What follows belongs to an exercise in optimizing a design on an open flow for small area; a production flow would make more cautious choices.
Where RTL was checked, it was by simulation tests only, not by an equivalence proof against the original.

## calc_mvd_cost
module calc_mvd_cost (
    input                       ap_clk,
    input                       ap_rst,
    input                       ap_start,
    input                       ap_ce,
    output logic                ap_done,
    output logic                ap_ready,
    output logic                ap_idle,
    input        [31:0]         x,
    input        [31:0]         y,
    input        [31:0]         mv_shift,
    input        [15:0]         mv_cand_0,
    input        [15:0]         mv_cand_1,
    input        [15:0]         mv_cand_2,
    input        [15:0]         mv_cand_3,
    output logic [63:0]         bitcost,
    output logic                bitcost_ap_vld,
    input        [63:0]         lambda_sqrt_integer_int64,
    input        [63:0]         lambda_sqrt_decimal_int64,
    output logic [63:0]         mvd_cost_int64,
    output logic                mvd_cost_int64_ap_vld
);
==> flow/config.mk <==
export PLATFORM = sky130hd
export DESIGN_NAME = calc_mvd_cost
export DESIGN_NICKNAME = calc_mvd_cost
export VERILOG_FILES = /design/flow/design.v
export SDC_FILE = /design/flow/constraint.sdc
export NUM_CORES = 4
export LEC_CHECK = 0
export CAP_MARGIN = 20
export CORE_MARGIN = 2
export CORE_UTILIZATION = 40
export GPL_TIMING_DRIVEN = 0
export SLEW_MARGIN = 20
==> flow/constraint.sdc <==
create_clock -name core_clock -period 9.0 [get_ports {ap_clk}]
set_input_delay 1.8000 -clock core_clock [delete_from_list [all_inputs] [get_ports {ap_clk}]]
set_output_delay 1.8000 -clock core_clock [all_outputs]
set_load 0.01 [all_outputs]
standard.sh (not shown) runs the stock make flow with config.mk's settings and CLKGATE_MAP_FILE= SYNTH_SCRIPT=/design/flow/synth_recipe.tcl, a recipe that flattens the netlist after the stock synthesis.
==> flow/flow/run.sh <==
#!/bin/bash
set -euo pipefail
bash standard.sh "BUFFER_PORTS_ARGS=-buffer_cell sky130_fd_sc_hd__buf_1" finish > standard_flow.log 2>&1
The first run finished with timing, DRC and antenna clean.
Edit:
==> flow/flow/run.sh (replaced) <==
#!/bin/bash
set -euo pipefail
bash standard.sh "BUFFER_PORTS_ARGS=-buffer_cell sky130_fd_sc_hd__buf_1" GPL_KEEP_OVERFLOW=0 finish > standard_flow.log 2>&1
- GPL_TIMING_DRIVEN: 0 -> unset
First-iteration DRC count went up by 0.49%; global-route usage fell by 1.2 points; critical path depth fell by 4; die area does not change.
Edit:
==> flow/flow/run.sh (replaced) <==
#!/bin/bash
set -euo pipefail
bash standard.sh "BUFFER_PORTS_ARGS=-buffer_cell sky130_fd_sc_hd__buf_1" finish > standard_flow.log 2>&1
Effect: The new run produced a clean layout. Sequential share of layout area drops by 0.47 points. Design area came out higher by 1.9%. Wire length went up by 0.71%. Final cell count grows by 4.7%. Setup slack gains 0.16 ns.
No run of this note included a check of the RTL's function; only the layout flow was run.

* * *

## red
calc_mvd_cost, a different RTL version from the one above (not shown whole).
Size in the first run: about 2,300 cells after synthesis, roughly 0.027 mm^2 of cells after synthesis.
==> flow/config.mk <==
export PLATFORM = sky130hd
export DESIGN_NAME = calc_mvd_cost
export DESIGN_NICKNAME = calc_mvd_cost
export VERILOG_FILES = /design/flow/design.v
export SDC_FILE = /design/flow/constraint.sdc
export NUM_CORES = 4
export LEC_CHECK = 0
export CAP_MARGIN = 5
export CORE_MARGIN = 2
export CORE_UTILIZATION = 40
export CTS_CLUSTER_DIAMETER = 100
export CTS_CLUSTER_SIZE = 24
export SLEW_MARGIN = 5
==> flow/constraint.sdc <==
create_clock -name core_clock -period 9.0 [get_ports {ap_clk}]
set_input_delay 1.8000 -clock core_clock [delete_from_list [all_inputs] [get_ports {ap_clk}]]
set_output_delay 1.8000 -clock core_clock [all_outputs]
set_load 0.01 [all_outputs]
==> flow/flow/run.sh <==
#!/bin/bash
set -euo pipefail
work=$(pwd)
mkdir -p custom
# ORFS's synth.tcl, with the ABC script swapped after the preamble sets it
sed 's|^source \$::env(SCRIPTS_DIR)/synth_preamble.tcl$|&\nset abc_args [lreplace $abc_args 1 1 '"$work"'/flow/abc_area_timing.script]|' \
    "$FLOW_HOME/scripts/synth.tcl" > custom/synth.tcl
grep -q abc_area_timing custom/synth.tcl
sed 's|^source \$::env(SCRIPTS_DIR)/synth.tcl$|source '"$work"'/custom/synth.tcl|' synth_recipe.tcl > custom/synth_recipe.tcl
grep -q custom/synth.tcl custom/synth_recipe.tcl
bash standard.sh SYNTH_SCRIPT="$work/custom/synth_recipe.tcl" SYNTH_ARGS=-noabc \
    "BUFFER_PORTS_ARGS=-buffer_cell sky130_fd_sc_hd__buf_1" finish > standard_flow.log 2>&1
==> flow/flow/abc_area_timing.script <==
&get -n
&st
&dch
&nf -R 1000
&put
buffer -c
topo
stime -c
upsize -c
dnsize -c
Here is what was changed in the inputs of blue compared with red.
# red
export LEC_CHECK = 0
export CAP_MARGIN = 5
export CORE_MARGIN = 2
export CORE_UTILIZATION = 40
export CTS_CLUSTER_DIAMETER = 100
export CTS_CLUSTER_SIZE = 24
export SLEW_MARGIN = 5
create_clock -name core_clock -period 9.0 [get_ports {ap_clk}]
# blue
export LEC_CHECK = 0
export CAP_MARGIN = 20
export CORE_MARGIN = 2
export CORE_UTILIZATION = 40
export SLEW_MARGIN = 20
create_clock -name core_clock -period 9.0 [get_ports {ap_clk}]
[summary]
blue finished all stages; the layout is clean. Taking red as the reference, in blue worst-case setup margin in the final layout saw an increase; post-synthesis to final-layout area growth went up; number of inserted filler cells in the final layout lower; number of detailed-route iterations in the first pass decreased 1.

* * *

== run 1 ==
calc_mvd_cost again, from the RTL that the note above started with.
## calc_mvd_cost
module calc_mvd_cost (
    input                       ap_clk,
    input                       ap_rst,
    input                       ap_start,
    input                       ap_ce,
    output logic                ap_done,
    output logic                ap_ready,
    output logic                ap_idle,
    input        [31:0]         x,
    input        [31:0]         y,
    input        [31:0]         mv_shift,
    input        [15:0]         mv_cand_0,
    input        [15:0]         mv_cand_1,
    input        [15:0]         mv_cand_2,
    input        [15:0]         mv_cand_3,
    output logic [63:0]         bitcost,
    output logic                bitcost_ap_vld,
    input        [63:0]         lambda_sqrt_integer_int64,
    input        [63:0]         lambda_sqrt_decimal_int64,
    output logic [63:0]         mvd_cost_int64,
    output logic                mvd_cost_int64_ap_vld
);
==> flow/config.mk <==
export PLATFORM = sky130hd
export DESIGN_NAME = calc_mvd_cost
export DESIGN_NICKNAME = calc_mvd_cost
export VERILOG_FILES = /design/flow/design.v
export SDC_FILE = /design/flow/constraint.sdc
export NUM_CORES = 4
export LEC_CHECK = 0
export CAP_MARGIN = 20
export CORE_MARGIN = 2
export CORE_UTILIZATION = 40
export GPL_TIMING_DRIVEN = 0
export SLEW_MARGIN = 20
==> flow/constraint.sdc <==
create_clock -name core_clock -period 9.0 [get_ports {ap_clk}]
set_input_delay 1.8000 -clock core_clock [delete_from_list [all_inputs] [get_ports {ap_clk}]]
set_output_delay 1.8000 -clock core_clock [all_outputs]
set_load 0.01 [all_outputs]
==> flow/flow/run.sh <==
#!/bin/bash
set -euo pipefail
work=$(pwd)
mkdir -p custom
# ORFS's synth.tcl, with the ABC script swapped after the preamble sets it
sed 's|^source \$::env(SCRIPTS_DIR)/synth_preamble.tcl$|&\nset abc_args [lreplace $abc_args 1 1 '"$work"'/flow/abc_area_timing.script]|' \
    "$FLOW_HOME/scripts/synth.tcl" > custom/synth.tcl
grep -q abc_area_timing custom/synth.tcl
sed 's|^source \$::env(SCRIPTS_DIR)/synth.tcl$|source '"$work"'/custom/synth.tcl|' synth_recipe.tcl > custom/synth_recipe.tcl
grep -q custom/synth.tcl custom/synth_recipe.tcl
bash standard.sh SYNTH_SCRIPT="$work/custom/synth_recipe.tcl" SYNTH_ARGS=-noabc SYNTH_INSBUF=0 \
    "BUFFER_PORTS_ARGS=-buffer_cell sky130_fd_sc_hd__buf_1" finish > standard_flow.log 2>&1
Scripts as last shown in full above: flow/flow/abc_area_timing.script
Run 1 went all the way through synthesis, placement and routing and the layout is clean on timing, DRC and antenna.
### run 1 -> run 2
- a deleted GPL_TIMING_DRIVEN that had been 0
- a change of CORE_UTILIZATION from 40 to 50
- an added CTS_CLUSTER_DIAMETER of 100
- an added PLACE_DENSITY of 0.7
- an added CTS_CLUSTER_SIZE of 24
-- flow/flow/run.sh --
<<< run 1, line 10
grep -q custom/synth.tcl custom/synth_recipe.tcl
bash standard.sh SYNTH_SCRIPT="$work/custom/synth_recipe.tcl" SYNTH_ARGS=-noabc SYNTH_INSBUF=0 \
    "BUFFER_PORTS_ARGS=-buffer_cell sky130_fd_sc_hd__buf_1" finish > standard_flow.log 2>&1
>>> run 2, line 10
grep -q custom/synth.tcl custom/synth_recipe.tcl
bash standard.sh SYNTH_SCRIPT="$work/custom/synth_recipe.tcl" SYNTH_ARGS=-noabc \
    "BUFFER_PORTS_ARGS=-buffer_cell sky130_fd_sc_hd__buf_1" finish > standard_flow.log 2>&1
-- flow/flow/abc_area_timing.script --
<<< run 1, line 1
&get -n
&st
>>> run 2, line 1
&get -n
&st
&dch
&nf -R 1000
&st
### Flow results
Diff run 2 and run 1: setup slack higher in run 2
Looking at startpoint of the most critical setup path, the mv_shift[17] result is from run 2; the m2[1]$_DFFE_PP_ one comes from run 1.
Diff run 1 -> run 2: critical path depth has increased; number of port buffers has increased; combined area of all synthesized cells has increased.
> inputs changed (run 2 -> run 3)
- CTS_BUF_LIST newly set to sky130_fd_sc_hd__clkbuf_4
- CTS_CLUSTER_DIAMETER removed (was 100)
- PLACE_DENSITY removed (was 0.7)
- CTS_CLUSTER_SIZE removed (was 24)
- CORE_UTILIZATION changed from 50 to 40
==> flow/flow/abc_area_timing.script <==
&get -n
&st
&dch
&nf -R 1000
&put
buffer -c
topo
stime -c
upsize -c
dnsize -c
- fa_1 as the highest-delay cell along the critical path was reported by run 3, and or4_1 by run 2.
- Cell area | run 3 vs run 2 | run 3 larger
- Layout inverter count without the clock tree on run 3 is down relative to run 2.
- As of run 3, via count had risen slightly compared to run 2.
- Relative to run 2, number of clock buffers inserted by TritonCTS has increased by 61 in run 3.
- | setup slack | run 3 vs run 2 | better |
- Max critical path depth across run 3 and run 2: run 2
- In run 3, the met1 routing resource usage after global routing came out 4.2 points below the value in run 2.
Setup changes, run 3 to run 4
- CTS_BUF_LIST no longer set, was sky130_fd_sc_hd__clkbuf_4
- PLACE_DENSITY now 0.7, previously not set
- CTS_CLUSTER_DIAMETER now 100, previously not set
- CTS_CLUSTER_SIZE now 24, previously not set
- CORE_UTILIZATION now 50, was 40
[summary]
Run 4 completed; timing, DRC and antenna clean. [compare] base=run 3 new=run 4: fraction of area in non-clock buffers saw little to no change; number of tapcells saw a decrease; estimated wirelength of the detail-placed design saw a decrease. The kind of critical path comes out in -> reg in one run and reg -> reg in the other, namely in run 4 and run 3 respectively. Run comparison: run 3 critical path capture point p2[27]$_DFFE_PP_; run 4 critical path capture point ca_h1[0]$_DFFE_PP_.
[inputs] run 5 vs run 4
- a change of CTS_CLUSTER_DIAMETER from 100 to 150
- a change of CORE_UTILIZATION from 50 to 40
- a change of CTS_CLUSTER_SIZE from 24 to 30
- a deleted PLACE_DENSITY that had been 0.7
## What came out
The lower number of buffers inserted during clock tree synthesis of run 4 and run 5 is in run 5. Sort run 4 and run 5 by number of placed cells counting well taps, descending, and run 5 comes first. STATUS detailed-route wire length: run 5 loses against run 4. In run 5 the register clock-pin slew on the reported worst setup and hold paths turned out 0.02 ns higher than in run 4. Compared run 5 vs run 4, and proportion of cell area spent on the clock network is down in run 5.

[what the ideal ports hide]
The flow's constraints put no driver on any port. The routed layouts listed below were extracted and timed again, unchanged, in two steps. Step 1: set_driving_cell puts a clkbuf_16 on ap_clk and a buf_2 on each other input, an assumption about the parent block. Step 2 also shifts input and output timing later by t, the mid clock arrival at the registers, as if the neighbouring blocks saw the same clock. Slacks: no drivers / after step 1 / after step 2; pairs: no drivers / after step 1.
run	shift t [ns]	setup slack, ns	hold slack, ns	worst slew at a driven data input, ns
the first run of note 1	0.597	0.224 / 0.254 / -0.343	0.395 / 0.395 / 0.395	0.10
the second run of note 1	0.647	0.271 / 0.295 / -0.352	0.404 / 0.404 / 0.404	0.11
the third run of note 1	0.643	0.432 / 0.466 / -0.177	0.398 / 0.398 / 0.398	0.11
red	0.589	0.585 / 0.625 / 0.037	0.421 / 0.421 / 0.421	0.07
blue	0.577	0.682 / 0.682 / 0.146	0.405 / 0.405 / 0.405	0.07
run 1	0.591	0.433 / 0.433 / -0.051	0.408 / 0.408 / 0.408	0.08
run 2	0.587	0.531 / 0.571 / -0.015	0.393 / 0.393 / 0.393	0.08
run 3	0.819	0.688 / 0.688 / -0.089	0.380 / 0.380 / 0.380	0.07
run 4	0.566	0.473 / 0.512 / -0.053	0.415 / 0.415 / 0.415	0.12
run 5	0.579	0.599 / 0.638 / 0.059	0.425 / 0.425 / 0.425	0.07
With both steps, setup timing fails in 7 of these runs, where it was met with ideal ports. For run 3, which loses most, drivers alone change the setup slack by 0.000 ns; drivers and shift together by -0.777 ns.
